Context: an optimization exercise on an open-source flow, tuned for a short achievable clock period and few clock cycles. The choices shown serve that exercise and are no tape-out recipe. RTL that was checked went through simulation tests only; none was proved equivalent to the original. No functional check of the RTL was part of runs 1 to 3 and 5 to 7. Power figures rest on the tool's default switching activity, not on a simulated workload.

**flow/run.sh**
```bash
#!/bin/bash
# synth_recipe.tcl (not shown) runs the flow's synth.tcl, then flattens the netlist and writes it again
# the make line also repeats each setting of config.mk as NAME=value (left out here)
make -C /OpenROAD-flow-scripts/flow DESIGN_CONFIG=/design/flow/config.mk WORK_HOME=/design/flow/orfs CLKGATE_MAP_FILE= SYNTH_SCRIPT=/design/flow/synth_recipe.tcl finish
```
**flow/config.mk**
```make
export PLATFORM = sky130hd
export DESIGN_NAME = bitty_cpu
export DESIGN_NICKNAME = bitty_cpu
export VERILOG_FILES = /design/flow/design.v
export SDC_FILE = /design/flow/constraint.sdc
export NUM_CORES = 4
export LEC_CHECK = 0
export ABC_CLOCK_PERIOD_IN_PS = 2000
export CAP_MARGIN = 20
export CORE_MARGIN = 2
export CORE_UTILIZATION = 40
export SETUP_SLACK_MARGIN = 3.5
export SLEW_MARGIN = 20
```
**flow/constraint.sdc**
```tcl
create_clock -name core_clock -period 6.0 [get_ports {clk}]
set_input_delay 1.2000 -clock core_clock [delete_from_list [all_inputs] [get_ports {clk}]]
set_output_delay 1.2000 -clock core_clock [all_outputs]
set_load 0.01 [all_outputs]
```
**flow/design.v**
```verilog
module ALU(
    input  wire [15:0] in_a,
    input  wire [15:0] in_b,
    input  wire [7:0]  sel,
    input  wire        sub,
    output wire [15:0] ALU_out
);
wire [15:0] bb  = in_b ^ {16{sub}};
wire [16:0] sum = {1'b0, in_a} + {1'b0, bb} + {16'd0, sub};
wire        eq  = in_a == in_b;
wire        ge  = sum[16];                  
wire [15:0] cmp = {14'd0, ~ge, ge & ~eq};
wire        big = |in_b[15:4];              
wire [15:0] shl = big ? 16'd0 : in_a << in_b[3:0];
wire [15:0] shr = big ? 16'd0 : in_a >> in_b[3:0];
assign ALU_out = ({16{sel[0] | sel[1]}} & sum[15:0])
               | ({16{sel[2]}} & (in_a & in_b))
               | ({16{sel[3]}} & (in_a | in_b))
               | ({16{sel[4]}} & (in_a ^ in_b))
               | ({16{sel[5]}} & shl)
               | ({16{sel[6]}} & shr)
               | ({16{sel[7]}} & cmp);
endmodule
module bitty_cpu(
    input clk,
    input rst,
    output [7:0] imem_addr,
    input [15:0] imem_rdata,
    output [15:0] dmem_addr,
    output [15:0] dmem_wdata,
    output dmem_we,
    input [15:0] dmem_rdata,
    output reg halted
    );
reg [15:0] r [0:7];
reg [15:0] c;
reg [7:0]  fa;           
reg        arr_ok;       
reg        in_reset;     
reg [7:0]  d_pc;         
reg        d_pred;       
reg        replay;       
reg [15:0] ibuf;
reg [7:0]  ibuf_pc;
reg        ibuf_pred;
reg        e_valid, e_alu, e_ld, e_st, e_br, e_sub, e_pred;
reg [7:0]  e_sel;
reg [2:0]  e_rx;
reg [1:0]  e_cond;
reg [7:0]  e_tgt, e_pc, e_pc1;
reg [15:0] e_a, e_b;
reg        m_valid;
reg [2:0]  m_rx;
localparam NB = 4;
reg        b_v   [0:NB-1];
reg [7:0]  b_pc  [0:NB-1];
reg [7:0]  b_tgt [0:NB-1];
reg [1:0]  b_rr;
assign imem_addr  = fa;
assign dmem_addr  = e_b;
assign dmem_wdata = e_a;
assign dmem_we    = e_st;        
wire [15:0] alu_out;
ALU alu(.in_a(e_a), .in_b(e_b), .sel(e_sel), .sub(e_sub), .ALU_out(alu_out));
wire c_hi0 = c[15:2] == 14'd0;
wire e_act = e_br & c_hi0 &
             ((e_cond == 2'b00 & ~c[1] & ~c[0]) |
              (e_cond == 2'b01 & ~c[1] &  c[0]) |
              (e_cond == 2'b10 &  c[1] & ~c[0]));
wire e_miss = e_valid & (e_act != e_pred);
wire [7:0] e_fix = e_act ? e_tgt : e_pc1;
wire e_wr = e_alu;               
reg       p_hit;
reg [7:0] p_tgt;
integer j;
always @(*) begin
    p_hit = 1'b0;
    p_tgt = 8'd0;
    for (j = 0; j < NB; j = j + 1)
        if (b_v[j] & b_pc[j] == fa) begin
            p_hit = 1'b1;
            p_tgt = p_tgt | b_tgt[j];
        end
end
wire [15:0] ins      = replay ? ibuf : imem_rdata;
wire [7:0]  ins_pc   = replay ? ibuf_pc : d_pc;
wire        ins_pred = replay ? ibuf_pred : d_pred;
wire        dv       = (replay | arr_ok) & ~e_miss & ~halted;
wire [1:0] fmt    = ins[1:0];
wire [2:0] rx     = ins[15:13];
wire [2:0] ry     = ins[12:10];
wire [2:0] op     = ins[4:2];
wire       d_alu  = ~fmt[1];
wire       d_ld   = fmt == 2'b11 & ~ins[2];
wire       d_st   = fmt == 2'b11 &  ins[2];
wire       d_br   = fmt == 2'b10 & ins[3:2] != 2'b11;
wire       d_halt = fmt == 2'b10 & ins[3:2] == 2'b11;
wire use_rx = d_alu | d_st;
wire use_ry = fmt == 2'b00 | fmt == 2'b11;
wire stall  = dv & e_valid & e_ld &
              ((use_rx & rx == e_rx) | (use_ry & ry == e_rx) | d_br);
wire m_wr = m_valid;
wire [15:0] ra = (e_wr & e_rx == rx) ? alu_out :
                 (m_wr & m_rx == rx) ? dmem_rdata : r[rx];
wire [15:0] rb = (e_wr & e_rx == ry) ? alu_out :
                 (m_wr & m_rx == ry) ? dmem_rdata : r[ry];
wire go = dv & ~stall;           
integer i;
always @(posedge clk) begin
    if (rst) begin
        for (i = 0; i < 8; i = i + 1) r[i] <= 16'd0;
        for (i = 0; i < NB; i = i + 1) b_v[i] <= 1'b0;
        c        <= 16'd0;
        b_rr     <= 2'd0;
        arr_ok   <= in_reset & fa == 8'd0;
        fa       <= (in_reset & fa == 8'd0) ? 8'd1 : 8'd0;
        d_pc     <= 8'd0;
        d_pred   <= 1'b0;
        in_reset <= 1'b1;
        replay   <= 1'b0;
        e_valid  <= 1'b0;
        e_alu    <= 1'b0;
        e_ld     <= 1'b0;
        e_st     <= 1'b0;
        e_br     <= 1'b0;
        m_valid  <= 1'b0;
        halted   <= 1'b0;
    end else begin
        in_reset <= 1'b0;
        for (i = 0; i < 8; i = i + 1)
            if (e_wr & e_rx == i)
                r[i] <= alu_out;
            else if (m_wr & m_rx == i)
                r[i] <= dmem_rdata;
        if (e_wr)
            c <= alu_out;
        else if (m_wr)
            c <= dmem_rdata;
        m_valid <= e_ld;
        m_rx    <= e_rx;
        if (e_valid & e_act & ~e_pred) begin
            b_v[b_rr]   <= 1'b1;
            b_pc[b_rr]  <= e_pc;
            b_tgt[b_rr] <= e_tgt;
            b_rr        <= b_rr + 2'd1;
        end
        if (e_valid & e_pred & ~e_act)
            for (i = 0; i < NB; i = i + 1)
                if (b_pc[i] == e_pc)
                    b_v[i] <= 1'b0;
        d_pc   <= fa;
        d_pred <= p_hit;
        if (e_miss) begin
            fa     <= e_fix;
            arr_ok <= 1'b0;
            replay <= 1'b0;
        end else if (stall) begin
            fa     <= fa;
            arr_ok <= 1'b0;
            replay <= 1'b1;
        end else begin
            fa     <= p_hit ? p_tgt : fa + 8'd1;
            arr_ok <= 1'b1;
            replay <= 1'b0;
        end
        if (stall) begin
            ibuf      <= ins;
            ibuf_pc   <= ins_pc;
            ibuf_pred <= ins_pred;
        end
        if (dv & d_halt)
            halted <= 1'b1;
        e_valid <= go & ~d_halt;
        e_alu   <= go & d_alu;
        e_ld    <= go & d_ld;
        e_st    <= go & d_st;
        e_br    <= go & d_br;
        e_sub   <= op == 3'd1 | op == 3'd7;
        e_sel   <= 8'd1 << op;
        e_rx    <= rx;
        e_cond  <= ins[3:2];
        e_tgt   <= ins[11:4];
        e_pc    <= ins_pc;
        e_pc1   <= ins_pc + 8'd1;
        e_pred  <= ins_pred;
        e_a     <= ra;
        e_b     <= (fmt == 2'b01) ? {8'd0, ins[12:5]} : rb;
    end
end
endmodule
```
==> flow_summary.ini, run 1 <==
[status]
status = finished clean

[sta]
slew_violations = 0
setup_viol = 0
slew_headroom_pct = 26.5
fmax_mhz = 311
setup-tns-final_ns = 0
fin_crit_ns = 3.21
worst_slew_pin_slew_ns = 1.10
period_share_pct = 53.6
finalHoldViolCount = 0
rsz0062_at_grt = yes
holdWs_ns = 0.508
clock_skew_ns = 0.0234

[clock_tree]
cts_hold_buffers = 0
tritoncts = built
clk_latency_ns = 0.58
clkTransAtPathRegs_ns = 0.07
htree_levels = 2
clock-sinks = 340
clockBufferDepth = 3
cts_root_buf = clkbuf_16
cts_buffers = 38

[min_path]
hold_path_end = b_v[2]
min_path_type = reg -> reg
hold_start = b_v[2]
min_delay_path_depth = 2

[synth]
ys_ff_latch = 340
ys.flop_type = edfxtp_1
synth-edff-count = 171
synth_top_area_share_pct = 24.2
yosysTopAreaCell = edfxtp_1
synthCells = 2228
avgSynthCellArea_um2 = 9.51
synth.distinct_cells = 96
async_reset_ff_share_pct = 0
yosysWarnings = 2
synth.area.top_cells = edfxtp_1, dfxtp_1, a211oi_1
synthesis.area_mm2 = 0.0212
seq_area_frac_synth_pct = 40.2
syn-num-nets = 2324

[worst_setup_path]
crit_required_ns = 6.42
startpoint_type = register
path_class = reg -> reg
slowest_stage = ha_1
r2r_setup_slack_ns = 2.79
regToRegEndpoint = r[2][14]
crit_fanout = 8
r2r_start = e_sub
cp_slowest_stage_delay_ns = 0.43
ff2ff_path_depth = 13
crit_chain = buf_6 > buf_12 > xor2_1 > ha_1 > a21oi_1 > o21ai_1 > a31oi_1 > a211o_1 > o21ai_2 > nor4_2 > buf_6 > buf_12 > a211oi_2
end_kind = register
critPathArrivalTime_ns = 3.63

[run]
cap_violations = 0

[route]
post_drt_wl_per_cell_um = 28.5
drt_pass1_iterations = 6
viasPerCell = 6.46
wirelength_um = 92200
route.detailed.drc = 0
num_vias = 20800
drt_iter0_markers = 2661
ant_nets = 0

[floorplanning]
die_area_mm2 = 0.0548
rows = 84
core_region_area_mm2 = 0.0524
die_h_um = 234
die_w_um = 234
ioPinCount = 76
start_util_pct = 40.4

[global_routing]
met2_usage_pct = 51.0
grt_max_degree = 64
antenna_found_initial = 3
use_met1_pct = 42.8
track_usage_pct = 32.8
grt_pass1_wl_um = 134000
grt.overflow.total = 0
grt_pass1_vias = 20000
globalRouteMet3Util_pct = 7.67
top_usage_layer = met2

[power_and_ir_drop]
power_leakage_nw = 10.6
powerDensity_mw_per_mm2 = 245
total_power_mw = 7.15
peakVddDrop_mv = 0.188

[placement]
dpl_cell_area_mm2 = 0.0228
io_buffers = 75
dpl.cell_count = 2840
gp_congestion = 0.945
place_hpwl_um = 54700

[finish]
syn2layout_area_growth_pct = 37.7
fin_nets = 2608
instances_no_fill = 3228
stdcell_area_mm2 = 0.0292
drive_gt1_share_pct = 35.7
==> power by group <==
| part | switching (mW) | internal [mW] | leakage [nW] |
|---|---|---|---|
| sequential | 0.0921 | 2.52 | 3.01 |
| combinational | 1.26 | 1.07 | 6.99 |
| clock | 0.996 | 1.21 | 0.547 |
| total | 2.35 | 4.80 | 10.6 |
==> metrics by stage <==
step | util (%) | worst slack (ns)
detailed placement | 43.5 | 1.67
CTS | 54.0 | 2.96
finish | 55.7 | 2.79
global placement | 43.5 | 1.73
floorplan | - | 2.98
global route | 55.7 | 2.74
==> worst max-delay path by stage <==
| stage | depth (start not counted) | slack, ns | from | endpoint |
|---|---|---|---|---|
| floorplan | 13 | 2.98 | e_b[2] | e_a[15] |
| detailed placement | 9 | 1.67 | imem_rdata[15] | e_a[8] |
| CTS | 12 | 2.96 | e_b[0] | r[7][0] |
| finish | 13 | 2.79 | e_sub | r[2][14] |
| global route | 13 | 2.74 | e_sub | r[2][14] |
| global placement | 9 | 1.73 | imem_rdata[15] | e_a[11] |
==> area by class of cell <==
| class | instances | area, µm² |
|---|---|---|
| fillers | 4404 | 23300 |
| multi-input cells | 1627 | 13600 |
| flip-flops and latches | 340 | 8520 |
| repair buffers | 435 | 4770 |
| clock buffers | 53 | 1030 |
| well taps | 688 | 861 |
| inverters | 68 | 319 |
| clock inverters | 14 | 114 |
| repair inverters | 2 | 12.5 |
| diodes | 1 | 2.50 |
==> sequential cells by signal, indices dropped and copies added, names as in the netlist, 3 cells and up <==
signal,flops
b_pc,32
b_tgt,32
b_v,4
c,16
d_pc,8
e_a,16
e_b,16
e_pc,8
e_pc1,8
e_rx,3
e_sel,8
e_tgt,8
fa,8
ibuf,16
ibuf_pc,8
m_rx,3
r,128
==> cell families after synthesis <==
logic type,after synthesis,share of synthesized area (%)
AOI/OAI and AO/OA,681,23.2
xor gates and xnor gates,114,4.78
adders and majority gates,62,3.70
buffers and inverters,267,5.56
DFF,340,40.2
muxes,123,7.37
and+or+nand+nor,641,15.2
==> what timing repair did <==
item	in CTS	in global routing
setup endpoints to repair	337	254
setup buffers	260	36
gates resized for setup	546	124
cloned	23	1
pin swaps	75	62
endpoints found under the hold margin	0	0
==> cell usage after synthesis (all sizes together), types with 64 or more instances <==
library cell  instances
clkbuf              120
nand2               194
inv                  66
buf                  79
nor2                136
edfxtp              171
dfxtp               169
xnor2                93
and2                 73
a21oi               114
mux2i                64
o21ai                76
nor2b                73
a211oi              272
==> layer usage <==
| metal | routed length [µm] | part of all wire (%) |
|---|---|---|
| met4 | 5950 | 6.5 |
| met2 | 40700 | 44 |
| met1 | 36000 | 39 |
| met3 | 9510 | 10 |
| met5 | 27 | 0.029 |
==> worst max-delay path: cells and delay by family, from the launching register on <==
family / cells / cell delay [ns]
fa+ha+maj: 1 / 0.43
simple gates: 1 / 0.20
buf+inv: 4 / 0.62
compound gates: 6 / 1.23
flops: 1 / 0.39
xor+xnor: 1 / 0.17
==> cell usage in the layout (no fill, tap or decap), types with 41 or more instances in the layout <==
| cell type | n |
|---|---|
| buf_6 | 126 |
| dfxtp_1 | 167 |
| buf_12 | 47 |
| nor2_1 | 110 |
| and2_1 | 62 |
| nand3_1 | 41 |
| ha_1 | 48 |
| nand2_1 | 185 |
| a211oi_1 | 140 |
| a21oi_1 | 66 |
| nor2b_1 | 71 |
| o21ai_0 | 63 |
| a21oi_2 | 45 |
| buf_4 | 189 |
| xnor2_1 | 80 |
| mux2i_1 | 51 |
| inv_1 | 57 |
| a211oi_2 | 132 |
| edfxtp_1 | 171 |
==> run 2: changes to the inputs <==
--- a/flow/design.v
+++ b/flow/design.v
@@ -2,18 +2,18 @@
     input  wire [15:0] in_a,
     input  wire [15:0] in_b,
     input  wire [7:0]  sel,
-    input  wire        sub,
     output wire [15:0] ALU_out
 );
-wire [15:0] bb  = in_b ^ {16{sub}};
-wire [16:0] sum = {1'b0, in_a} + {1'b0, bb} + {16'd0, sub};
+wire [15:0] sum = in_a + in_b;
+wire [16:0] dif = {1'b0, in_a} - {1'b0, in_b};
 wire        eq  = in_a == in_b;
-wire        ge  = sum[16];                  
-wire [15:0] cmp = {14'd0, ~ge, ge & ~eq};
+wire        lt  = dif[16];                  
+wire [15:0] cmp = {14'd0, lt, ~lt & ~eq};
 wire        big = |in_b[15:4];              
 wire [15:0] shl = big ? 16'd0 : in_a << in_b[3:0];
 wire [15:0] shr = big ? 16'd0 : in_a >> in_b[3:0];
-assign ALU_out = ({16{sel[0] | sel[1]}} & sum[15:0])
+assign ALU_out = ({16{sel[0]}} & sum)
+               | ({16{sel[1]}} & dif[15:0])
                | ({16{sel[2]}} & (in_a & in_b))
                | ({16{sel[3]}} & (in_a | in_b))
                | ({16{sel[4]}} & (in_a ^ in_b))
@@ -43,14 +43,15 @@
 reg [15:0] ibuf;
 reg [7:0]  ibuf_pc;
 reg        ibuf_pred;
-reg        e_valid, e_alu, e_ld, e_st, e_br, e_sub, e_pred;
+reg        e_valid, e_alu, e_ld, e_st, e_br, e_pred;
 reg [7:0]  e_sel;
 reg [2:0]  e_rx;
 reg [1:0]  e_cond;
 reg [7:0]  e_tgt, e_pc, e_pc1;
 reg [15:0] e_a, e_b;
-reg        m_valid;
-reg [2:0]  m_rx;
+reg        w_alu, w_ld;      
+reg [2:0]  w_rx;
+reg [15:0] w_val;
 localparam NB = 4;
 reg        b_v   [0:NB-1];
 reg [7:0]  b_pc  [0:NB-1];
@@ -61,12 +62,13 @@
 assign dmem_wdata = e_a;
 assign dmem_we    = e_st;        
 wire [15:0] alu_out;
-ALU alu(.in_a(e_a), .in_b(e_b), .sel(e_sel), .sub(e_sub), .ALU_out(alu_out));
-wire c_hi0 = c[15:2] == 14'd0;
+ALU alu(.in_a(e_a), .in_b(e_b), .sel(e_sel), .ALU_out(alu_out));
+wire [15:0] cc = w_alu ? w_val : c;
+wire c_hi0 = cc[15:2] == 14'd0;
 wire e_act = e_br & c_hi0 &
-             ((e_cond == 2'b00 & ~c[1] & ~c[0]) |
-              (e_cond == 2'b01 & ~c[1] &  c[0]) |
-              (e_cond == 2'b10 &  c[1] & ~c[0]));
+             ((e_cond == 2'b00 & ~cc[1] & ~cc[0]) |
+              (e_cond == 2'b01 & ~cc[1] &  cc[0]) |
+              (e_cond == 2'b10 &  cc[1] & ~cc[0]));
 wire e_miss = e_valid & (e_act != e_pred);
 wire [7:0] e_fix = e_act ? e_tgt : e_pc1;
 wire e_wr = e_alu;               
@@ -99,11 +101,12 @@
 wire use_ry = fmt == 2'b00 | fmt == 2'b11;
 wire stall  = dv & e_valid & e_ld &
               ((use_rx & rx == e_rx) | (use_ry & ry == e_rx) | d_br);
-wire m_wr = m_valid;
+wire        w_wr   = w_alu | w_ld;
+wire [15:0] w_data = w_ld ? dmem_rdata : w_val;
 wire [15:0] ra = (e_wr & e_rx == rx) ? alu_out :
-                 (m_wr & m_rx == rx) ? dmem_rdata : r[rx];
+                 (w_wr & w_rx == rx) ? w_data : r[rx];
 wire [15:0] rb = (e_wr & e_rx == ry) ? alu_out :
-                 (m_wr & m_rx == ry) ? dmem_rdata : r[ry];
+                 (w_wr & w_rx == ry) ? w_data : r[ry];
 wire go = dv & ~stall;           
 integer i;
 always @(posedge clk) begin
@@ -123,21 +126,20 @@
         e_ld     <= 1'b0;
         e_st     <= 1'b0;
         e_br     <= 1'b0;
-        m_valid  <= 1'b0;
+        w_alu    <= 1'b0;
+        w_ld     <= 1'b0;
         halted   <= 1'b0;
     end else begin
         in_reset <= 1'b0;
         for (i = 0; i < 8; i = i + 1)
-            if (e_wr & e_rx == i)
-                r[i] <= alu_out;
-            else if (m_wr & m_rx == i)
-                r[i] <= dmem_rdata;
-        if (e_wr)
-            c <= alu_out;
-        else if (m_wr)
-            c <= dmem_rdata;
-        m_valid <= e_ld;
-        m_rx    <= e_rx;
+            if (w_wr & w_rx == i)
+                r[i] <= w_data;
+        if (w_wr)
+            c <= w_data;
+        w_alu <= e_alu;
+        w_ld  <= e_ld;
+        w_rx  <= e_rx;
+        w_val <= alu_out;
         if (e_valid & e_act & ~e_pred) begin
             b_v[b_rr]   <= 1'b1;
             b_pc[b_rr]  <= e_pc;
@@ -175,7 +177,6 @@
         e_ld    <= go & d_ld;
         e_st    <= go & d_st;
         e_br    <= go & d_br;
-        e_sub   <= op == 3'd1 | op == 3'd7;
         e_sel   <= 8'd1 << op;
         e_rx    <= rx;
         e_cond  <= ins[3:2];
==> flow_summary.ini, run 2 <==
[status]
status = finished clean

[synth]
synth-compound-area-share_pct = 18.6
async_reset_ff_share_pct = 0
synthAdderAreaFrac_pct = 3.82
synthSimpleGateAreaFrac_pct = 13.8
synth.most_common_cell = nor2_1
yosysWarnings = 2
synth-edff-count = 186
yosys-top-cells-count = nor2_1, edfxtp_1, dfxtp_1
synthCells = 2083
synthesis.area_mm2 = 0.0204
seq_area_frac_synth_pct = 44.1
synth.distinct_cells = 86
synthXorXnorAreaFrac_pct = 4.04
avgSynthCellArea_um2 = 9.79
synth_top_area_share_pct = 27.4
ys.flop_type = edfxtp_1
synth_top_family_by_area = compound AO/OA/AOI/OAI gates
muxShareOfSynthArea_pct = 10.5
synth.area.top_cells = edfxtp_1, dfxtp_1, a211oi_1
yosysTopAreaCell = edfxtp_1
syn-num-nets = 2178
ys_ff_latch = 356

[placement]
io_buffers = 75
place_hpwl_um = 47800
dpl.cell_count = 2707
dpl_cell_area_mm2 = 0.0220
gp_congestion = 0.932

[floorplanning]
die_w_um = 230
start_util_pct = 40.6
core_region_area_mm2 = 0.0503
rows = 82
die_area_mm2 = 0.0528
ioPinCount = 76
die_h_um = 230

[finish]
fin_nets = 2451
stdcell_area_mm2 = 0.0280
final_cell_mix = nor2_1, edfxtp_1, dfxtp_1, a211oi_1, buf_4
layout_commonest_cell = nor2_1
fin_util_pct = 55.7
instances_no_fill = 3061
largest-register = r
reg.largest.list = r: 128 flops, b_pc: 32 flops, b_tgt: 32 flops
drive_gt1_share_pct = 32.1
syn2layout_area_growth_pct = 37.4
largest_reg_flops = 128

[sta]
rsz0062_at_grt = yes
setup_viol = 0
fin_crit_ns = 3.12
period_share_pct = 52.1
worst_slew_pin_slew_ns = 0.855
fmax_mhz = 320
finalHoldViolCount = 0
slew_violations = 0
slew_headroom_pct = 43.0
setup-tns-final_ns = 0
clock_skew_ns = 0.0264

[worst_setup_path]
crit_end = e_b[14]
crit_required_ns = 6.41
r2r_setup_slack_ns = 2.88
regToRegEndpoint = e_b[14]
r2r_start = e_a[0]
end_kind = register
critPathArrivalTime_ns = 3.53
ff2ff_path_depth = 13
crit_fanout = 4
startpoint_type = register
crit_chain = buf_4 > buf_6 > ha_4 > inv_2 > fa_2 > nor2b_4 > o31a_1 > o21ai_4 > o31a_1 > buf_4 > o221a_4 > o21ai_4 > a22o_1
path_class = reg -> reg
cp_slowest_stage_delay_ns = 0.45
slowest_stage = edfxtp_1
startpoint = e_a[0]

[clock_tree]
cts_buffers = 40
cts_root_buf = clkbuf_16
clkTransAtPathRegs_ns = 0.06
htree_levels = 2
clock-sinks = 356
tritoncts = built
clk_latency_ns = 0.56
clockBufferDepth = 3

[global_routing]
use_met1_pct = 40.3
top_usage_layer = met2
grt_pass1_vias = 18500
globalRouteMet3Util_pct = 5.95
grt_max_degree = 99
antenna_found_initial = 0
grt.overflow.total = 0
grt_pass1_wl_um = 119000
track_usage_pct = 29.4
met2_usage_pct = 44.7

[power_and_ir_drop]
powerDensity_mw_per_mm2 = 249
power_leakage_nw = 10.0
peakVddDrop_mv = 0.175

[route]
route.detailed.drc = 0
drt_iter0_markers = 2330
drt_pass1_iterations = 6
wirelength_um = 79800
post_drt_wl_per_cell_um = 26.1
viasPerCell = 6.19
num_vias = 19000
ant_nets = 0

[min_path]
min_path_type = reg -> reg

[run]
cap_violations = 0
[run 2: changes by cell type after synthesis, moves of 25 or more]
cell	change
a211oi_1	-86
nor2b_1	-50
and2_1	-61
nor2_1	+120
a21oi_1	-46
nand2_1	-25
[run 2: cell type report]
class / instances / area (µm²)
clock inverter: 17 / 96.3
tap: 672 / 841
multi-input combinational: 1478 / 12100
timing repair inverter: 3 / 23.8
sequential: 356 / 9000
antenna: 1 / 2.50
inverter: 82 / 379
timing repair buffer: 395 / 4420
clock buffer: 57 / 1150
fill: 4310 / 22300
[run 2: repair_timing]
item	CTS	global route
buffers inserted	210	41
cloned	23	5
hold buffers	0	0
endpoints found under the setup margin	350	209
pin swaps	77	75
resized for setup	529	135
endpoints found under the hold margin	0	0
[run 2: stage by stage]
step / worst slack, ns / hold WS [ns] / power, mW
finish: 2.88 / 0.473 / 6.97
global route: 2.79 / 0.482 / 7.19
CTS: 2.86 / 0.473 / 6.79
detailed placement: 1.65 / 0.460 / 4.00
global placement: 1.71 / 0.441 / 4.00
floorplan: 2.77 / 0.438 / 3.57
[run 2: where the power goes]
group | total, mW | internal, mW | switching [mW]
combinational | 1.84 | 0.828 | 1.02
clock | 2.36 | 1.34 | 1.02
sequential | 2.77 | 2.66 | 0.106
[run 2: how the worst min path moves through the flow]
stage / from / to / slack (ns) / depth (start not counted)
floorplan: e_ld / w_ld / 0.44 / 1
global placement: e_ld / w_ld / 0.44 / 1
detailed placement: e_ld / w_ld / 0.46 / 1
CTS: e_ld / w_ld / 0.47 / 1
global route: e_ld / w_ld / 0.48 / 1
finish: e_ld / w_ld / 0.47 / 1
[run 2: cells by family (layout without fill, tap and decap cells)]
| group | Yosys count | count (layout) |
|---|---|---|
| simple gates | 631 | 637 |
| other cells | 0 | 1 |
| mux | 159 | 159 |
| xor+xnor | 94 | 94 |
| compound gates | 527 | 527 |
| flops | 356 | 356 |
| buf+inv | 255 | 554 |
| fa+ha+maj | 61 | 61 |
[run 2: critical path, delay by kind of cell (launching register included)]
| family | cells | cell delay (ns) |
|---|---|---|
| AOI/OAI and AO/OA | 6 | 1.42 |
| adders and majority gates | 2 | 0.55 |
| buffers and inverters | 4 | 0.45 |
| DFF | 1 | 0.45 |
| and+or+nand+nor | 1 | 0.13 |
[run 2: metal layers]
metal,vias up,routed length (µm)
met3,281,7860
met4,0,3990
met1,9291,33100
met5,-,0
met2,1079,34900
li1,8303,-
==> run 3: changes to the inputs <==
--- a/flow/config.mk
+++ b/flow/config.mk
@@ -5,7 +5,7 @@
 export SDC_FILE = /design/flow/constraint.sdc
 export NUM_CORES = 4
 export LEC_CHECK = 0
-export ABC_CLOCK_PERIOD_IN_PS = 2000
+export ABC_CLOCK_PERIOD_IN_PS = 1000
 export CAP_MARGIN = 20
 export CORE_MARGIN = 2
 export CORE_UTILIZATION = 40
==> flow_summary.ini, run 3 <==
[route]
num_vias = 19000
post_drt_wl_per_cell_um = 26.1
route.detailed.drc = 0
wirelength_um = 79800
wl_met1_um = 33100
route.met2.wl_um = 34900
ant_nets = 0
drt_iter0_markers = 2330
viasPerCell = 6.19
met3RoutedLength_um = 7860
drt_pass1_iterations = 6
top_layer_used = met4

[worst_setup_path]
crit_required_ns = 6.41
ff2ff_path_depth = 13
critPathArrivalTime_ns = 3.53
cp_slowest_stage_delay_ns = 0.45
crit_chain = buf_4 > buf_6 > ha_4 > inv_2 > fa_2 > nor2b_4 > o31a_1 > o21ai_4 > o31a_1 > buf_4 > o221a_4 > o21ai_4 > a22o_1
slowest_stage = edfxtp_1
crit_cells = 13
crit_fanout = 4
startpoint_type = register
end_kind = register
path_class = reg -> reg
critPathBufInv = 4
critPathTopFamily = compound AO/OA/AOI/OAI gates

[synth]
synthesis.area_mm2 = 0.0204
synth_top_area_share_pct = 27.4
yosysWarnings = 2
yosys-top-cells-count = nor2_1, edfxtp_1, dfxtp_1
synthCells = 2083
avgSynthCellArea_um2 = 9.79
synth.area.top_cells = edfxtp_1, dfxtp_1, a211oi_1
ys_ff_latch = 356
synth.most_common_cell = nor2_1
seq_area_frac_synth_pct = 44.1
syn-num-nets = 2178
synth.distinct_cells = 86
async_reset_ff_share_pct = 0
yosysTopAreaCell = edfxtp_1
synth-edff-count = 186
ys.flop_type = edfxtp_1

[clock_tree]
cts_hold_buffers = 0
clockBufferDepth = 3
clkTransAtPathRegs_ns = 0.06
cts_root_buf = clkbuf_16
clock-sinks = 356
tritoncts = built
clk_latency_ns = 0.56
cts_buffers = 40
htree_levels = 2

[finish]
layout_commonest_cell = nor2_1
syn2layout_area_growth_pct = 37.4
final_cell_mix = nor2_1, edfxtp_1, dfxtp_1, a211oi_1, buf_4
reg.largest.list = r: 128 flops, b_pc: 32 flops, b_tgt: 32 flops
fin_nets = 2451
fin_util_pct = 55.7
drive_gt1_share_pct = 32.1
largest-register = r
largest_reg_flops = 128
stdcell_area_mm2 = 0.0280

[placement]
dpl_cell_area_mm2 = 0.0220
gp_congestion = 0.932
io_buffers = 75
place_hpwl_um = 47800

[sta]
setup-tns-final_ns = 0
worst_slew_pin_slew_ns = 0.855
clock_skew_ns = 0.0264
slew_headroom_pct = 43.0
fmax_mhz = 320
setup_viol = 0
rsz0062_at_grt = yes
fin_crit_ns = 3.12
period_share_pct = 52.1
slew_violations = 0
finalHoldViolCount = 0
holdWs_ns = 0.473

[floorplanning]
die_w_um = 230
die_h_um = 230
start_util_pct = 40.6
rows = 82
ioPinCount = 76
die_area_mm2 = 0.0528
core_region_area_mm2 = 0.0503

[power_and_ir_drop]
p_clk_share_pct = 33.9
p_sw_mw = 2.14
sw_frac_of_total_pct = 30.7
power.internal_mw = 4.83
powerDensity_mw_per_mm2 = 249
power_leakage_nw = 10.0
power_frac_comb_pct = 26.4
peakVddDrop_mv = 0.175
seqPwrFrac_pct = 39.7

[status]
status = finished clean

[global_routing]
track_usage_pct = 29.4
grt_max_degree = 99
grt.overflow.total = 0
antenna_found_initial = 0
grt_pass1_vias = 18500
grt_pass1_wl_um = 119000

[min_path]
min_path_type = reg -> reg
min_delay_path_depth = 1

[run]
cap_violations = 0
-- run 3: area by class of cell --
class	instances	area, µm²
Tap cell	672	841
Timing Repair Buffer	395	4420
Clock buffer	57	1150
Sequential cell	356	9000
Multi-Input combinational cell	1478	12100
Fill cell	4310	22300
Antenna cell	1	2.50
Clock inverter	17	96.3
Timing Repair inverter	3	23.8
Inverter	82	379
-- run 3: cells by family after synthesis --
group	after synthesis	share of synthesized area (%)
compound gates	527	18.6
xor+xnor	94	4.04
fa+ha+maj	61	3.82
buf+inv	255	5.14
flops	356	44.1
mux	159	10.5
simple gates	631	13.8
-- run 3: path summary, 6_finish.rpt --
| check | from | endpoint | slack (ns) |
|---|---|---|---|
| worst max register to register | e_a[0] | e_b[14] | 2.88 |
| worst min-delay path | e_ld | w_ld | 0.47 |
| worst min register to register | e_ld | w_ld | 0.47 |
| worst max-delay path | e_a[0] | e_b[14] | 2.88 |
-- run 3: power by group through the flow --
stage | registers, mW | clock network (mW) | logic [mW]
final | 2.77 | 2.36 | 1.84
after global placement | 2.86 | 0 | 1.13
after global routing | 2.77 | 2.49 | 1.93
after detailed placement | 2.86 | 0 | 1.14
after floorplan | 2.77 | 0 | 0.791
after CTS | 2.76 | 2.39 | 1.64
-- run 3: per-stage QoR --
step	setup slack (ns)	std cells	total power, mW
6_report	2.88	3061	6.97
5_1_grt	2.79	3060	7.19
4_1_cts	2.86	3014	6.79
3_5_place_dp	1.65	2707	4.00
3_3_place_gp	1.71	2706	4.00
2_1_floorplan	2.77	2083	3.57
-- run 3: per-layer routing --
metal | track usage (%) | vias to the layer above
li1 | - | 8303
met4 | 13.2 | 0
met3 | 5.95 | 281
met2 | 44.7 | 1079
met1 | 40.3 | 9291
met5 | 0 | -
-- run 3: timing repair --
item / CTS / global route
gates cloned: 23 / 5
setup buffers: 210 / 41
pin swaps: 77 / 75
gates resized for setup: 529 / 135
setup endpoints to repair: 350 / 209
==> run 4: changes to the inputs <==
--- a/flow/design.v
+++ b/flow/design.v
@@ -4,22 +4,71 @@
     input  wire [7:0]  sel,
     output wire [15:0] ALU_out
 );
-wire [15:0] sum = in_a + in_b;
-wire [16:0] dif = {1'b0, in_a} - {1'b0, in_b};
+wire [15:0] sum, dif;
+wire        sum_co, dif_co;
+ks_add add_u(.a(in_a), .b(in_b),  .cin(1'b0), .s(sum), .cout(sum_co));
+ks_add sub_u(.a(in_a), .b(~in_b), .cin(1'b1), .s(dif), .cout(dif_co));
 wire        eq  = in_a == in_b;
-wire        lt  = dif[16];                  
+wire        lt  = ~dif_co;                  
 wire [15:0] cmp = {14'd0, lt, ~lt & ~eq};
 wire        big = |in_b[15:4];              
 wire [15:0] shl = big ? 16'd0 : in_a << in_b[3:0];
 wire [15:0] shr = big ? 16'd0 : in_a >> in_b[3:0];
 assign ALU_out = ({16{sel[0]}} & sum)
-               | ({16{sel[1]}} & dif[15:0])
+               | ({16{sel[1]}} & dif)
                | ({16{sel[2]}} & (in_a & in_b))
                | ({16{sel[3]}} & (in_a | in_b))
                | ({16{sel[4]}} & (in_a ^ in_b))
                | ({16{sel[5]}} & shl)
                | ({16{sel[6]}} & shr)
                | ({16{sel[7]}} & cmp);
+endmodule
+module ks_add(
+    input  wire [15:0] a,
+    input  wire [15:0] b,
+    input  wire        cin,
+    output wire [15:0] s,
+    output wire        cout
+);
+wire [15:0] p = a ^ b;
+wire [15:0] g0 = (a & b) | {15'd0, p[0] & cin};
+wire [15:0] p0 = p;
+wire [15:0] g1, p1, g2, p2, g3, p3, g4, p4;
+genvar i;
+generate
+    for (i = 0; i < 16; i = i + 1) begin : lv
+        if (i >= 1) begin
+            assign g1[i] = g0[i] | (p0[i] & g0[i-1]);
+            assign p1[i] = p0[i] & p0[i-1];
+        end else begin
+            assign g1[i] = g0[i];
+            assign p1[i] = p0[i];
+        end
+        if (i >= 2) begin
+            assign g2[i] = g1[i] | (p1[i] & g1[i-2]);
+            assign p2[i] = p1[i] & p1[i-2];
+        end else begin
+            assign g2[i] = g1[i];
+            assign p2[i] = p1[i];
+        end
+        if (i >= 4) begin
+            assign g3[i] = g2[i] | (p2[i] & g2[i-4]);
+            assign p3[i] = p2[i] & p2[i-4];
+        end else begin
+            assign g3[i] = g2[i];
+            assign p3[i] = p2[i];
+        end
+        if (i >= 8) begin
+            assign g4[i] = g3[i] | (p3[i] & g3[i-8]);
+            assign p4[i] = p3[i] & p3[i-8];
+        end else begin
+            assign g4[i] = g3[i];
+            assign p4[i] = p3[i];
+        end
+    end
+endgenerate
+assign s    = p ^ {g4[14:0], cin};
+assign cout = g4[15];
 endmodule
 module bitty_cpu(
     input clk,
--- a/flow/config.mk
+++ b/flow/config.mk
@@ -5,7 +5,7 @@
 export SDC_FILE = /design/flow/constraint.sdc
 export NUM_CORES = 4
 export LEC_CHECK = 0
-export ABC_CLOCK_PERIOD_IN_PS = 1000
+export ABC_CLOCK_PERIOD_IN_PS = 2000
 export CAP_MARGIN = 20
 export CORE_MARGIN = 2
 export CORE_UTILIZATION = 40
==> flow_summary.ini, run 4 <==
[finish]
syn2layout_area_growth_pct = 38.5
drive_gt1_share_pct = 31.3
final_cell_mix = nor2_1, nand2_1, buf_4, edfxtp_1, dfxtp_1
insertedDiodeCount = 0
stdcell_area_mm2 = 0.0279
reg.largest.list = r: 128 flops, b_pc: 32 flops, b_tgt: 32 flops
largest_reg_flops = 128
instances_no_fill = 3150
fin_nets = 2540
layout_commonest_cell = nor2_1
largest-register = r

[worst_setup_path]
cpMostUsedCell = buf_6
crit_fanout = 3
path_class = reg -> reg
crit_required_ns = 6.32
critPathArrivalTime_ns = 3.36
crit_chain = buf_6 > ha_4 > inv_2 > fa_2 > nor2b_4 > buf_6 > o2111ai_4 > nand3_2 > a31oi_1 > o21ba_2 > a221oi_2 > o21ai_2 > mux2_4
cp_slowest_stage_delay_ns = 0.50
r2r_setup_slack_ns = 2.96
startpoint_type = register
end_kind = register
slowest_stage = edfxtp_1

[synth]
synth.area.top_cells = edfxtp_1, dfxtp_1, a211oi_1
synth_top_family_by_area = compound AO/OA/AOI/OAI gates
muxShareOfSynthArea_pct = 7.76
avgSynthCellArea_um2 = 9.38
synth_top_area_share_pct = 27.7
seq_area_frac_synth_pct = 44.6
yosysTopAreaCell = edfxtp_1
yosysWarnings = 2
syn-num-nets = 2245
synth.distinct_cells = 81
synth-edff-count = 186
synthCells = 2150
synth-compound-area-share_pct = 18.4
synthSimpleGateAreaFrac_pct = 16.2
ys.flop_type = edfxtp_1
synth.most_common_cell = nor2_1
synthesis.area_mm2 = 0.0202
synthAdderAreaFrac_pct = 3.86
ys_ff_latch = 356
async_reset_ff_share_pct = 0
yosys-top-cells-count = nor2_1, nand2_1, edfxtp_1
synthXorXnorAreaFrac_pct = 4.04

[power_and_ir_drop]
power_leakage_nw = 10.2
sw_frac_of_total_pct = 30.1
peakVddDrop_mv = 0.197
p_clk_share_pct = 36.3
power_frac_comb_pct = 24.5
powerDensity_mw_per_mm2 = 252
p_sw_mw = 2.12
power.internal_mw = 4.93
seqPwrFrac_pct = 39.2

[floorplanning]
rows = 82
core_region_area_mm2 = 0.0500
start_util_pct = 40.4
ioPinCount = 76
die_h_um = 229
die_w_um = 229
die_area_mm2 = 0.0522

[sta]
setup_viol = 0
slew_violations = 0
fin_crit_ns = 3.04
period_share_pct = 50.7
fmax_mhz = 329
setup-tns-final_ns = 0
worst_slew_pin_slew_ns = 1.08
slew_headroom_pct = 26.2
finalHoldViolCount = 0
holdWs_ns = 0.476
rsz0062_at_grt = yes
clock_skew_ns = 0.0268

[global_routing]
grt.overflow.total = 0
antenna_found_initial = 0
grt_pass1_wl_um = 116000
track_usage_pct = 28.8
grt_max_degree = 104
grt_pass1_vias = 18100

[clock_tree]
cts_buffers = 41
clk_latency_ns = 0.58
clock-sinks = 356
clockBufferDepth = 3
cts_root_buf = clkbuf_16
tritoncts = built
htree_levels = 2
clkTransAtPathRegs_ns = 0.06

[route]
drt_pass1_iterations = 6
viasPerCell = 6.00
route.detailed.drc = 0
num_vias = 18900
ant_nets = 0
post_drt_wl_per_cell_um = 24.5
drt_iter0_markers = 1967
wirelength_um = 77200

[status]
status = finished clean

[placement]
dpl_cell_area_mm2 = 0.0218
dpl.cell_count = 2768
gp_congestion = 0.980
place_hpwl_um = 46800
io_buffers = 75

[min_path]
min_path_type = reg -> reg

[run]
cap_violations = 0
## run 4: metrics by stage
stage	util (%)	total power, mW	worst slack, ns
2_1_floorplan	-	3.54	2.89
5_1_grt	55.9	7.27	2.84
4_1_cts	54.3	6.92	2.99
3_3_place_gp	43.5	3.93	1.51
3_5_place_dp	43.6	3.94	1.54
6_report	55.9	7.05	2.96
## run 4: logic make-up (layout without fill, tap and decap cells)
family,after synthesis,after routing
and+or+nand+nor,724,727
AOI/OAI and AO/OA,525,525
buffers and inverters,257,582
adders and majority gates,61,61
muxes,134,134
DFF,356,356
xor gates and xnor gates,93,93
## run 4: cell type report
class / count / area (µm²)
Timing Repair inverter: 1 / 8.76
Inverter: 89 / 433
Multi-Input combinational cell: 1540 / 11800
Fill cell: 4205 / 22000
Timing Repair Buffer: 416 / 4470
Sequential cell: 356 / 9000
Tap cell: 672 / 841
Clock buffer: 57 / 1160
Clock inverter: 19 / 209
## run 4: what timing repair did
item	CTS	global route
cloned	17	1
resized for setup	565	78
setup endpoints to repair	224	195
pin swaps	97	60
setup buffers	241	47
hold buffers	0	0
## run 4: path summary, 6_finish.rpt
kind | startpoint | endpoint | depth (start not counted)
worst max register to register | e_a[0] | e_a[10] | 13
worst max-delay path | e_a[0] | e_a[10] | 13
worst min-delay path | e_ld | w_ld | 1
worst min register to register | e_ld | w_ld | 1
## run 4: critical path: cells and delay by family (launching register included)
family / cells / cell delay, ns
compound gates: 5 / 0.89
fa+ha+maj: 2 / 0.50
buf+inv: 3 / 0.32
flops: 1 / 0.50
mux: 1 / 0.29
simple gates: 2 / 0.28
## run 4: power groups by stage
stage,registers (mW),logic [mW],clock network [mW]
after global routing,2.77,1.81,2.69
after detailed placement,2.86,1.08,0
final,2.76,1.73,2.56
after global placement,2.86,1.07,0
after floorplan,2.78,0.763,0
after CTS,2.75,1.58,2.59
## run 4: per-layer routing
metal	wire [µm]	vias to the layer above	GRT usage (%)
met5	0	-	0
met4	3470	0	11.8
met3	6520	206	5.36
met2	34700	1013	45.1
met1	32500	9215	39.2
li1	-	8480	-
Testbench counts of run 4, summed over its fixed seeds: cycles 78,578.
==> run 5: changes to the inputs <==
--- a/flow/design.v
+++ b/flow/design.v
@@ -6,8 +6,8 @@
 );
 wire [15:0] sum, dif;
 wire        sum_co, dif_co;
-ks_add add_u(.a(in_a), .b(in_b),  .cin(1'b0), .s(sum), .cout(sum_co));
-ks_add sub_u(.a(in_a), .b(~in_b), .cin(1'b1), .s(dif), .cout(dif_co));
+ks_add #(0) add_u(.a(in_a), .b(in_b),  .s(sum), .cout(sum_co));
+ks_add #(1) sub_u(.a(in_a), .b(~in_b), .s(dif), .cout(dif_co));
 wire        eq  = in_a == in_b;
 wire        lt  = ~dif_co;                  
 wire [15:0] cmp = {14'd0, lt, ~lt & ~eq};
@@ -23,51 +23,57 @@
                | ({16{sel[6]}} & shr)
                | ({16{sel[7]}} & cmp);
 endmodule
-module ks_add(
+module ks_add #(parameter CIN = 0) (
     input  wire [15:0] a,
     input  wire [15:0] b,
-    input  wire        cin,
     output wire [15:0] s,
     output wire        cout
 );
 wire [15:0] p = a ^ b;
-wire [15:0] g0 = (a & b) | {15'd0, p[0] & cin};
-wire [15:0] p0 = p;
-wire [15:0] g1, p1, g2, p2, g3, p3, g4, p4;
+wire [15:0] t = a | b;
+wire [15:0] g = a & b;
+wire [15:0] g1, t1, g2, t2, g3, t3, g4, t4;
 genvar i;
 generate
     for (i = 0; i < 16; i = i + 1) begin : lv
-        if (i >= 1) begin
-            assign g1[i] = g0[i] | (p0[i] & g0[i-1]);
-            assign p1[i] = p0[i] & p0[i-1];
-        end else begin
-            assign g1[i] = g0[i];
-            assign p1[i] = p0[i];
+        if (i == 0) begin
+            if (CIN) begin
+                assign g1[i] = t[0];
+            end else begin
+                assign g1[i] = g[0];
+            end
+            assign t1[i] = t[0];
+        end else if (i == 1 && CIN) begin
+            assign g1[i] = t[1] & (g[1] | a[0] | b[0]);
+            assign t1[i] = t[1] & t[0];
+        end else begin
+            assign g1[i] = t[i] & (g[i] | a[i-1]) & (g[i] | b[i-1]);
+            assign t1[i] = t[i] & t[i-1];
         end
         if (i >= 2) begin
-            assign g2[i] = g1[i] | (p1[i] & g1[i-2]);
-            assign p2[i] = p1[i] & p1[i-2];
+            assign g2[i] = g1[i] | (t1[i] & g1[i-2]);
+            assign t2[i] = t1[i] & t1[i-2];
         end else begin
             assign g2[i] = g1[i];
-            assign p2[i] = p1[i];
+            assign t2[i] = t1[i];
         end
         if (i >= 4) begin
-            assign g3[i] = g2[i] | (p2[i] & g2[i-4]);
-            assign p3[i] = p2[i] & p2[i-4];
+            assign g3[i] = g2[i] | (t2[i] & g2[i-4]);
+            assign t3[i] = t2[i] & t2[i-4];
         end else begin
             assign g3[i] = g2[i];
-            assign p3[i] = p2[i];
+            assign t3[i] = t2[i];
         end
         if (i >= 8) begin
-            assign g4[i] = g3[i] | (p3[i] & g3[i-8]);
-            assign p4[i] = p3[i] & p3[i-8];
+            assign g4[i] = g3[i] | (t3[i] & g3[i-8]);
+            assign t4[i] = t3[i] & t3[i-8];
         end else begin
             assign g4[i] = g3[i];
-            assign p4[i] = p3[i];
+            assign t4[i] = t3[i];
         end
     end
 endgenerate
-assign s    = p ^ {g4[14:0], cin};
+assign s    = p ^ {g4[14:0], CIN[0]};
 assign cout = g4[15];
 endmodule
 module bitty_cpu(
@@ -187,8 +193,6 @@
             c <= w_data;
         w_alu <= e_alu;
         w_ld  <= e_ld;
-        w_rx  <= e_rx;
-        w_val <= alu_out;
         if (e_valid & e_act & ~e_pred) begin
             b_v[b_rr]   <= 1'b1;
             b_pc[b_rr]  <= e_pc;
@@ -214,11 +218,6 @@
             arr_ok <= 1'b1;
             replay <= 1'b0;
         end
-        if (stall) begin
-            ibuf      <= ins;
-            ibuf_pc   <= ins_pc;
-            ibuf_pred <= ins_pred;
-        end
         if (dv & d_halt)
             halted <= 1'b1;
         e_valid <= go & ~d_halt;
@@ -226,15 +225,24 @@
         e_ld    <= go & d_ld;
         e_st    <= go & d_st;
         e_br    <= go & d_br;
-        e_sel   <= 8'd1 << op;
-        e_rx    <= rx;
-        e_cond  <= ins[3:2];
-        e_tgt   <= ins[11:4];
-        e_pc    <= ins_pc;
-        e_pc1   <= ins_pc + 8'd1;
-        e_pred  <= ins_pred;
-        e_a     <= ra;
-        e_b     <= (fmt == 2'b01) ? {8'd0, ins[12:5]} : rb;
     end
 end
+always @(posedge clk) begin
+    if (stall) begin
+        ibuf      <= ins;
+        ibuf_pc   <= ins_pc;
+        ibuf_pred <= ins_pred;
+    end
+    w_rx   <= e_rx;
+    w_val  <= alu_out;
+    e_sel  <= 8'd1 << op;
+    e_rx   <= rx;
+    e_cond <= ins[3:2];
+    e_tgt  <= ins[11:4];
+    e_pc   <= ins_pc;
+    e_pc1  <= ins_pc + 8'd1;
+    e_pred <= ins_pred;
+    e_a    <= ra;
+    e_b    <= (fmt == 2'b01) ? {8'd0, ins[12:5]} : rb;
+end
 endmodule
==> flow_summary.ini, run 5 <==
[status]
status = finished clean

[route]
drt_iter0_markers = 2403
route.detailed.drc = 0
viasPerCell = 6.21
post_drt_wl_per_cell_um = 26.2
num_vias = 19400
ant_nets = 0
drt_pass1_iterations = 11
wirelength_um = 81700

[sta]
setup_viol = 0
slew_violations = 0
fin_crit_ns = 2.83
finalHoldViolCount = 0
fmax_mhz = 353
rsz0062_at_grt = yes
setup-tns-final_ns = 0
period_share_pct = 47.2
slew_headroom_pct = 40.1
clock_skew_ns = 0.0252
worst_slew_pin_slew_ns = 0.898

[synth]
avgSynthCellArea_um2 = 9.17
syn-num-nets = 2268
muxShareOfSynthArea_pct = 8.31
synthCells = 2160
ys_ff_latch = 356
ys.flop_type = dfxtp_1
synth-compound-area-share_pct = 20.0
yosysTopAreaCell = dfxtp_1
synthAdderAreaFrac_pct = 4.68
seq_area_frac_synth_pct = 40.9
async_reset_ff_share_pct = 0
synth_top_area_share_pct = 26.2
synthSimpleGateAreaFrac_pct = 15.6
synthXorXnorAreaFrac_pct = 5.09
yosys-top-cells-count = dfxtp_1, nor2_1, nand2_1
synth.distinct_cells = 84
yosysWarnings = 2
synth.area.top_cells = dfxtp_1, edfxtp_1, a211oi_1
synth_top_family_by_area = compound AO/OA/AOI/OAI gates
synthesis.area_mm2 = 0.0198
synth-edff-count = 97

[worst_setup_path]
startpoint_type = primary input
end_kind = register
crit_required_ns = 6.29
path_class = in -> reg
ff2ff_path_depth = 9
critPathArrivalTime_ns = 3.12
critPathTopFamily = compound AO/OA/AOI/OAI gates
cp_slowest_stage_delay_ns = 0.38
crit_fanout = 6
critPathBufInv = 4
slowest_stage = a2111oi_4
crit_chain = clkbuf_2 > mux2i_1 > inv_1 > ha_2 > nand2_2 > a2111oi_4 > o311ai_2 > nand2b_4 > buf_12 > nor2_4 > buf_6
crit_cells = 11

[clock_tree]
cts_buffers = 39
tritoncts = built
clk_latency_ns = 0.57
clock-sinks = 356
htree_levels = 2
clockBufferDepth = 3
cts_root_buf = clkbuf_16
clkTransAtPathRegs_ns = 0.06

[global_routing]
track_usage_pct = 30.7
grt_pass1_wl_um = 118000
grt_max_degree = 92
grt.overflow.total = 0
antenna_found_initial = 0
grt_pass1_vias = 18100

[finish]
stdcell_area_mm2 = 0.0271
final_cell_mix = nor2_1, dfxtp_1, buf_4, nand2_1, a211oi_1
syn2layout_area_growth_pct = 37.1
fillers = 4216
largest_reg_flops = 128
layout_commonest_cell = nor2_1
fin_nets = 2528
reg.largest.list = r: 128 flops, b_pc: 32 flops, b_tgt: 32 flops
drive_gt1_share_pct = 31.6
largest-register = r

[run]
cap_violations = 0

[power_and_ir_drop]
peakVddDrop_mv = 0.204
power_leakage_nw = 9.80
powerDensity_mw_per_mm2 = 253

[min_path]
min_path_type = reg -> reg
min_delay_path_depth = 0

[floorplanning]
start_util_pct = 40.5
rows = 81
die_h_um = 226
core_region_area_mm2 = 0.0488
die_w_um = 226
ioPinCount = 76
die_area_mm2 = 0.0513

[placement]
dpl_cell_area_mm2 = 0.0212
io_buffers = 75
place_hpwl_um = 49500
gp_congestion = 0.970
[run 5: final timing paths]
kind / to / startpoint / slack (ns)
worst min register to register: w_rx[0] / e_rx[0] / 0.41
worst max-delay path: ibuf[6] / imem_rdata[0] / 3.17
worst min-delay path: w_rx[0] / e_rx[0] / 0.41
worst max register to register: ibuf[6] / w_val[10] / 3.19
[run 5: kinds of logic after synthesis]
logic type / after synthesis
xor gates and xnor gates: 112
muxes: 131
DFF: 356
AOI/OAI and AO/OA: 544
buffers and inverters: 264
adders and majority gates: 74
and+or+nand+nor: 679
[run 5: area by class of cell]
class	count	area, µm²	area share, %
diodes	1	2.50	0.00922
clock buffers	54	1070	3.95
clock inverters	16	145	0.535
inverters	91	427	1.57
multi-input cells	1550	12600	46.3
flip-flops and latches	356	8230	30.3
well taps	664	831	3.06
repair buffers	380	3860	14.2
repair inverters	2	18.8	0.0691
[run 5: timing repair]
item | 4_1_cts | 5_1_grt
resized for setup | 469 | 169
cloned | 16 | 8
pin swaps | 92 | 95
setup endpoints to repair | 336 | 254
hold buffers | 0 | 0
setup buffers | 193 | 64
[run 5: per-stage QoR]
stage / hold slack [ns] / cells / utilization [%] / power (mW) / worst slack, ns
after floorplan: 0.375 / 2160 / - / 3.50 / 2.93
after global placement: 0.403 / 2760 / 43.3 / 3.96 / 1.57
after detailed placement: 0.393 / 2762 / 43.3 / 3.97 / 1.76
after CTS: 0.416 / 3041 / 53.0 / 6.66 / 3.14
after global routing: 0.431 / 3113 / 55.6 / 7.08 / 3.13
final: 0.411 / 3114 / 55.6 / 6.87 / 3.17
[run 5: metal layers]
metal	GRT usage [%]	routed length, µm
met2	48.2	36900
met4	11.5	3580
met5	0	0
met3	6.65	8440
met1	41.2	32800
[run 5: report_power, final]
| part | leakage (nW) | total [mW] | internal (mW) | switching [mW] |
|---|---|---|---|---|
| Sequential | 3.01 | 2.69 | 2.55 | 0.139 |
| Clock | 0.596 | 2.32 | 1.31 | 1.01 |
| Combinational | 6.19 | 1.87 | 0.802 | 1.07 |
| Total | 9.80 | 6.87 | 4.66 | 2.21 |
==> run 6: changes to the inputs <==
--- a/flow/design.v
+++ b/flow/design.v
@@ -152,10 +152,13 @@
 wire       d_st   = fmt == 2'b11 &  ins[2];
 wire       d_br   = fmt == 2'b10 & ins[3:2] != 2'b11;
 wire       d_halt = fmt == 2'b10 & ins[3:2] == 2'b11;
-wire use_rx = d_alu | d_st;
-wire use_ry = fmt == 2'b00 | fmt == 2'b11;
-wire stall  = dv & e_valid & e_ld &
-              ((use_rx & rx == e_rx) | (use_ry & ry == e_rx) | d_br);
+wire [1:0] ifmt = imem_rdata[1:0];
+wire i_use_rx = ~ifmt[1] | ifmt == 2'b11 & imem_rdata[2];
+wire i_use_ry = ifmt == 2'b00 | ifmt == 2'b11;
+wire i_br     = ifmt == 2'b10 & imem_rdata[3:2] != 2'b11;
+wire stall  = ~replay & arr_ok & ~e_miss & ~halted & e_ld &
+              ((i_use_rx & imem_rdata[15:13] == e_rx) |
+               (i_use_ry & imem_rdata[12:10] == e_rx) | i_br);
 wire        w_wr   = w_alu | w_ld;
 wire [15:0] w_data = w_ld ? dmem_rdata : w_val;
 wire [15:0] ra = (e_wr & e_rx == rx) ? alu_out :
@@ -228,11 +231,9 @@
     end
 end
 always @(posedge clk) begin
-    if (stall) begin
-        ibuf      <= ins;
-        ibuf_pc   <= ins_pc;
-        ibuf_pred <= ins_pred;
-    end
+    ibuf      <= ins;
+    ibuf_pc   <= ins_pc;
+    ibuf_pred <= ins_pred;
     w_rx   <= e_rx;
     w_val  <= alu_out;
     e_sel  <= 8'd1 << op;
==> flow_summary.ini, run 6 <==
[status]
status = finished clean

[power_and_ir_drop]
power_frac_comb_pct = 26.4
seqPwrFrac_pct = 37.7
powerDensity_mw_per_mm2 = 250
sw_frac_of_total_pct = 30.8
p_sw_mw = 2.04
p_clk_share_pct = 35.8
peakVddDrop_mv = 0.167
power.internal_mw = 4.58
power_leakage_nw = 9.66

[sta]
rsz0062_at_grt = yes
period_share_pct = 46.7
setup_viol = 0
fmax_mhz = 357
finalHoldViolCount = 0
setup-tns-final_ns = 0
slew_headroom_pct = 17.0
clock_skew_ns = 0.0338
holdWs_ns = 0.409
worst_slew_pin_slew_ns = 1.21
slew_violations = 0
fin_crit_ns = 2.80

[clock_tree]
clock-sinks = 334
cts_buffers = 35
clk_latency_ns = 0.58
cts_root_buf = clkbuf_16
clkTransAtPathRegs_ns = 0.06
tritoncts = built
htree_levels = 2
clockBufferDepth = 3

[worst_setup_path]
regToRegEndpoint = e_b[15]
crit_fanout = 4
end_kind = register
r2r_setup_slack_ns = 3.20
r2r_start = e_b[2]
startpoint_type = register
path_class = reg -> reg
critPathArrivalTime_ns = 3.24
ff2ff_path_depth = 11
crit_required_ns = 6.44

[route]
num_vias = 19300
wirelength_um = 77600
drt_pass1_iterations = 8
route.detailed.drc = 0
ant_nets = 0
post_drt_wl_per_cell_um = 25.3
viasPerCell = 6.29
drt_iter0_markers = 2562

[finish]
syn2layout_area_growth_pct = 38.8
largest_reg_flops = 128
fin_nets = 2532
instances_no_fill = 3066
reg.largest.list = r: 128 flops, b_pc: 32 flops, b_tgt: 32 flops
final_cell_mix = nor2_1, dfxtp_1, buf_4, nand2_1, a211oi_1
drive_gt1_share_pct = 31.5
insertedDiodeCount = 0
layout_commonest_cell = nor2_1
largest-register = r

[floorplanning]
die_h_um = 223
die_w_um = 223
start_util_pct = 40.3
core_region_area_mm2 = 0.0474
die_area_mm2 = 0.0495
ioPinCount = 76
rows = 80

[placement]
dpl.cell_count = 2708
place_hpwl_um = 45500
io_buffers = 75
gp_congestion = 0.940

[synth]
synthAdderAreaFrac_pct = 4.78
synth_top_area_share_pct = 27.3
seq_area_frac_synth_pct = 38.8
avgSynthCellArea_um2 = 8.84
ys.flop_type = dfxtp_1
syn-num-nets = 2270
synthesis.area_mm2 = 0.0191
synth.area.top_cells = dfxtp_1, edfxtp_1, a211oi_1
synth-compound-area-share_pct = 20.3
synth_top_family_by_area = compound AO/OA/AOI/OAI gates
synthSimpleGateAreaFrac_pct = 17.1
ys_ff_latch = 334
muxShareOfSynthArea_pct = 8.65
yosys-top-cells-count = dfxtp_1, nor2_1, nand2_1
async_reset_ff_share_pct = 0
synth-edff-count = 73
yosysWarnings = 2
synthXorXnorAreaFrac_pct = 5.04
synth.most_common_cell = dfxtp_1
synth.distinct_cells = 82
synthCells = 2163
yosysTopAreaCell = dfxtp_1

[min_path]
hold_path_end = e_pred
min_path_type = reg -> reg
min_delay_path_depth = 0
hold_start = d_pred

[global_routing]
track_usage_pct = 30.0
grt.overflow.total = 0
antenna_found_initial = 0
grt_max_degree = 80
grt_pass1_wl_um = 115000
grt_pass1_vias = 18200

[run]
cap_violations = 0
## run 6: cell types whose count changed after synthesis, sizes merged, moves of 15 or more
cell,before,now
inv,88,68
nand3,52,69
nand2,186,202
a21oi,87,72
nor3,39,56
edfxtp,97,73
o21ai,48,76
## run 6: through the flow
step / util [%] / setup WS (ns) / area [µm²] / total power [mW]
finish: 55.9 / 3.20 / 26500 / 6.62
CTS: 53.8 / 3.18 / 25500 / 6.43
global placement: 43.1 / 1.73 / 20400 / 3.70
floorplan: - / 3.30 / 19500 / 3.31
detailed placement: 43.1 / 1.67 / 20500 / 3.71
global route: 55.9 / 3.12 / 26500 / 6.82
## run 6: critical path: stages (launching register included)
cell and delay, ns:
dfxtp_4 0.38, buf_6 0.11, clkinvlp_4 0.13, ha_4 0.19
o21bai_4 0.17, o211ai_1 0.33, a31oi_2 0.21, o211ai_1 0.34
mux2i_1 0.29, nand4_1 0.13, buf_6 0.16, o211a_1 0.22
## run 6: cell families after synthesis
family / count (synthesis)
AOI/OAI and AO/OA: 543
adders and majority gates: 73
DFF: 334
muxes: 136
buffers and inverters: 255
xor gates and xnor gates: 110
and+or+nand+nor: 712
## run 6: worst max-delay path by stage
stage                   startpoint  endpoint  cells past startpoint
floorplan                   e_b[3]    e_a[8]                     10
global placement    imem_rdata[15]    e_a[8]                      8
detailed placement  imem_rdata[15]    e_a[8]                      8
CTS                         e_b[3]    e_a[8]                      9
global route                e_b[4]    e_b[1]                      9
finish                      e_b[2]   e_b[15]                     11
## run 6: cell type report
class / count / area (µm²)
clock buffer: 53 / 1000
clock inverter: 10 / 240
fill: 4020 / 20900
inverter: 70 / 315
multi-input combinational: 1582 / 12400
sequential: 334 / 7550
tap: 615 / 769
timing repair buffer: 401 / 4220
timing repair inverter: 1 / 5.00
## run 6: timing repair
action,CTS,global route
endpoints found under the setup margin,298,192
pin swaps,99,73
hold buffers,0,0
gates resized for setup,453,146
cloned,24,3
setup buffers,217,51
## run 6: metal layers
metal | part of all wire [%] | up-vias | GRT usage, %
met5 | 0 | - | 0
met4 | 5.2 | 0 | 13.0
met3 | 9.2 | 303 | 4.92
met2 | 45 | 1185 | 47.1
met1 | 41 | 9326 | 40.8
li1 | - | 8466 | -
## run 6: power groups by stage
stage | Sequential [mW] | Clock (mW) | Combinational (mW)
5_1_grt | 2.50 | 2.48 | 1.83
3_3_place_gp | 2.59 | 0 | 1.11
2_1_floorplan | 2.50 | 0 | 0.814
6_report | 2.50 | 2.37 | 1.75
4_1_cts | 2.49 | 2.39 | 1.55
3_5_place_dp | 2.59 | 0 | 1.11
==> run 7: changes to the inputs <==
--- a/flow/config.mk
+++ b/flow/config.mk
@@ -9,5 +9,5 @@
 export CAP_MARGIN = 20
 export CORE_MARGIN = 2
 export CORE_UTILIZATION = 40
-export SETUP_SLACK_MARGIN = 3.5
+export SETUP_SLACK_MARGIN = 3.1
 export SLEW_MARGIN = 20
==> flow_summary.ini, run 7 <==
[status]
status = finished clean

[sta]
setup-tns-final_ns = 0
rsz0062_at_grt = yes
finalHoldViolCount = 0
fmax_mhz = 350
period_share_pct = 47.6
clock_skew_ns = 0.0365
fin_crit_ns = 2.85
slew_violations = 0
slew_headroom_pct = 24.2
setup_viol = 0
worst_slew_pin_slew_ns = 1.14

[synth]
synth.distinct_cells = 82
synth_top_area_share_pct = 27.3
avgSynthCellArea_um2 = 8.84
ys_ff_latch = 334
yosysTopAreaCell = dfxtp_1
synth.area.top_cells = dfxtp_1, edfxtp_1, a211oi_1
async_reset_ff_share_pct = 0
ys.flop_type = dfxtp_1
yosysWarnings = 2
synth.most_common_cell = dfxtp_1
synthesis.area_mm2 = 0.0191
syn-num-nets = 2270
synth-edff-count = 73
synthCells = 2163
yosys-top-cells-count = dfxtp_1, nor2_1, nand2_1
seq_area_frac_synth_pct = 38.8

[finish]
largest-register = r
syn2layout_area_growth_pct = 22.2
largest_reg_flops = 128
layout_commonest_cell = nor2_1
insertedDiodeCount = 0
reg.largest.list = r: 128 flops, b_pc: 32 flops, b_tgt: 32 flops
fin_nets = 2346
final_cell_mix = nor2_1, dfxtp_1, nand2_1, a211oi_1, buf_4
drive_gt1_share_pct = 18.5

[route]
drt_iter0_markers = 2176
route.detailed.drc = 0
viasPerCell = 6.16
drt_pass1_iterations = 6
ant_nets = 0
post_drt_wl_per_cell_um = 24.5
wirelength_um = 70500
num_vias = 17700

[global_routing]
grt.overflow.total = 0
track_usage_pct = 27.7
antenna_found_initial = 0
grt_pass1_wl_um = 107000
grt_pass1_vias = 16800
use_met1_pct = 38.8
top_usage_layer = met2
globalRouteMet3Util_pct = 4.31
met2_usage_pct = 42.7
grt_max_degree = 93

[power_and_ir_drop]
peakVddDrop_mv = 0.184
seqPwrFrac_pct = 40.7
sw_frac_of_total_pct = 30.7
powerDensity_mw_per_mm2 = 265
power_frac_comb_pct = 22.5
power.internal_mw = 4.28
p_clk_share_pct = 36.8
power_leakage_nw = 8.20
p_sw_mw = 1.90
total_power_mw = 6.18

[worst_setup_path]
crit_chain = clkdlybuf4s50_1
crit_required_ns = 4.80
path_class = reg -> out
critPathBufInv = 1
crit_fanout = 12
cp_slowest_stage_delay_ns = 0.60
startpoint_type = register
r2r_setup_slack_ns = 3.17
ff2ff_path_depth = 9
critPathArrivalTime_ns = 1.65
end_kind = output pin
slowest_stage = clkdlybuf4s50_1
crit_cells = 1
critPathTopFamily = buffers and inverters
r2r_start = e_b[5]
regToRegEndpoint = e_a[8]

[clock_tree]
cts_root_buf = clkbuf_16
clockBufferDepth = 3
clk_latency_ns = 0.57
clock-sinks = 334
clkTransAtPathRegs_ns = 0.06
cts_buffers = 36
htree_levels = 2
tritoncts = built
cts_hold_buffers = 0

[floorplanning]
die_h_um = 223
ioPinCount = 76
die_w_um = 223
die_area_mm2 = 0.0495
core_region_area_mm2 = 0.0474
start_util_pct = 40.3
rows = 80

[min_path]
hold_path_end = e_pred
hold_start = d_pred
min_path_type = reg -> reg
min_delay_path_depth = 0

[placement]
place_hpwl_um = 45400
gp_congestion = 0.965
io_buffers = 75

[run]
cap_violations = 0
-- run 7: layout make-up --
cell class | count | area [µm²]
fill | 4479 | 24100
multi-input combinational | 1576 | 11300
inverter | 70 | 297
timing repair buffer | 217 | 2300
sequential | 334 | 7500
clock buffer | 48 | 976
clock inverter | 16 | 218
tap | 615 | 769
timing repair inverter | 4 | 25.0
-- run 7: cell families (layout without fill, tap and decap cells) --
| logic type | after synthesis | after routing | share of synthesized area, % |
|---|---|---|---|
| buffers and inverters | 255 | 355 | 5.34 |
| muxes | 136 | 136 | 8.65 |
| and+or+nand+nor | 712 | 714 | 17.1 |
| xor gates and xnor gates | 110 | 110 | 5.04 |
| adders and majority gates | 73 | 73 | 4.78 |
| DFF | 334 | 334 | 38.8 |
| AOI/OAI and AO/OA | 543 | 543 | 20.3 |
-- run 7: timing repair --
action                                  4_1_cts  5_1_grt
cloned                                       14        0
buffers inserted                             81       18
resized for setup                           140       60
pin swaps                                    16       18
endpoints found under the setup margin      176      126
-- run 7: power by group through the flow --
| stage | Clock, mW | Sequential [mW] | Combinational, mW |
|---|---|---|---|
| floorplan | 0 | 2.50 | 0.782 |
| CTS | 2.30 | 2.51 | 1.30 |
| global route | 2.40 | 2.52 | 1.47 |
| finish | 2.28 | 2.51 | 1.39 |
| global placement | 0 | 2.58 | 1.11 |
| detailed placement | 0 | 2.58 | 1.11 |
-- run 7: layer usage --
layer  wire length [µm]  vias up  part of all wire, %
li1                   -     8064                    -
met1              30600     8573                   43
met2              31500      904                   45
met3               5640      194                  8.0
met4               2800        0                  4.0
met5                  0        -                    0
-- run 7: metrics by stage --
stage	setup WS [ns]	utilization [%]	instances	hold WS, ns	cell area (µm²)
4_1_cts	3.05	48.3	2861	0.420	22900
2_1_floorplan	3.07	-	2163	0.386	19100
3_5_place_dp	1.87	42.7	2702	0.394	20300
6_report	3.15	49.2	2880	0.425	23400
3_3_place_gp	1.92	42.6	2701	0.405	20200
5_1_grt	3.03	49.2	2880	0.435	23400
-- run 7: worst max path at each step --
| stage | startpoint | endpoint | slack [ns] |
|---|---|---|---|
| global route | w_alu | b_tgt[0][3] | 3.03 |
| detailed placement | imem_rdata[10] | e_b[2] | 1.87 |
| CTS | e_a[2] | e_b[11] | 3.05 |
| finish | e_a[13] | dmem_wdata[13] | 3.15 |
| global placement | imem_rdata[10] | e_b[2] | 1.92 |
| floorplan | e_b[2] | e_a[8] | 3.07 |

afterwards: timing with drivers on the ports:
How much do the figures lean on ideal ports? The routed layouts below were timed once more, with nothing changed but the port constraints.
Step 1: set_driving_cell puts a clkbuf_16 on clk and a buf_2 on each other input, an assumption about the parent block.
Step 2, shift: input delay + t, output delay - t, t = (earliest + latest rising clock arrival at the registers) / 2. This alone moves slack from input paths to output paths.
Three values: ideal, step 1, step 2; two values: the first two.
run | shift t [ns] | setup WS [ns] | pins driven straight from the clock port
run 1 | 0.623 | 2.787 / 2.787 / 2.571 | 1
run 2 | 0.609 | 2.876 / 2.876 / 2.533 | 1
run 3 | 0.609 | 2.876 / 2.876 / 2.533 | 1
run 4 | 0.619 | 2.956 / 2.956 / 2.557 | 1
run 5 | 0.619 | 3.167 / 3.190 / 2.580 | 1
run 6 | 0.618 | 3.197 / 3.197 / 2.762 | 1
run 7 | 0.613 | 3.146 / 3.086 / 2.562 | 1
After both steps setup and hold are still met in every run listed. For run 5, which loses most, drivers alone change the setup slack by +0.023 ns; drivers and shift together by -0.587 ns.
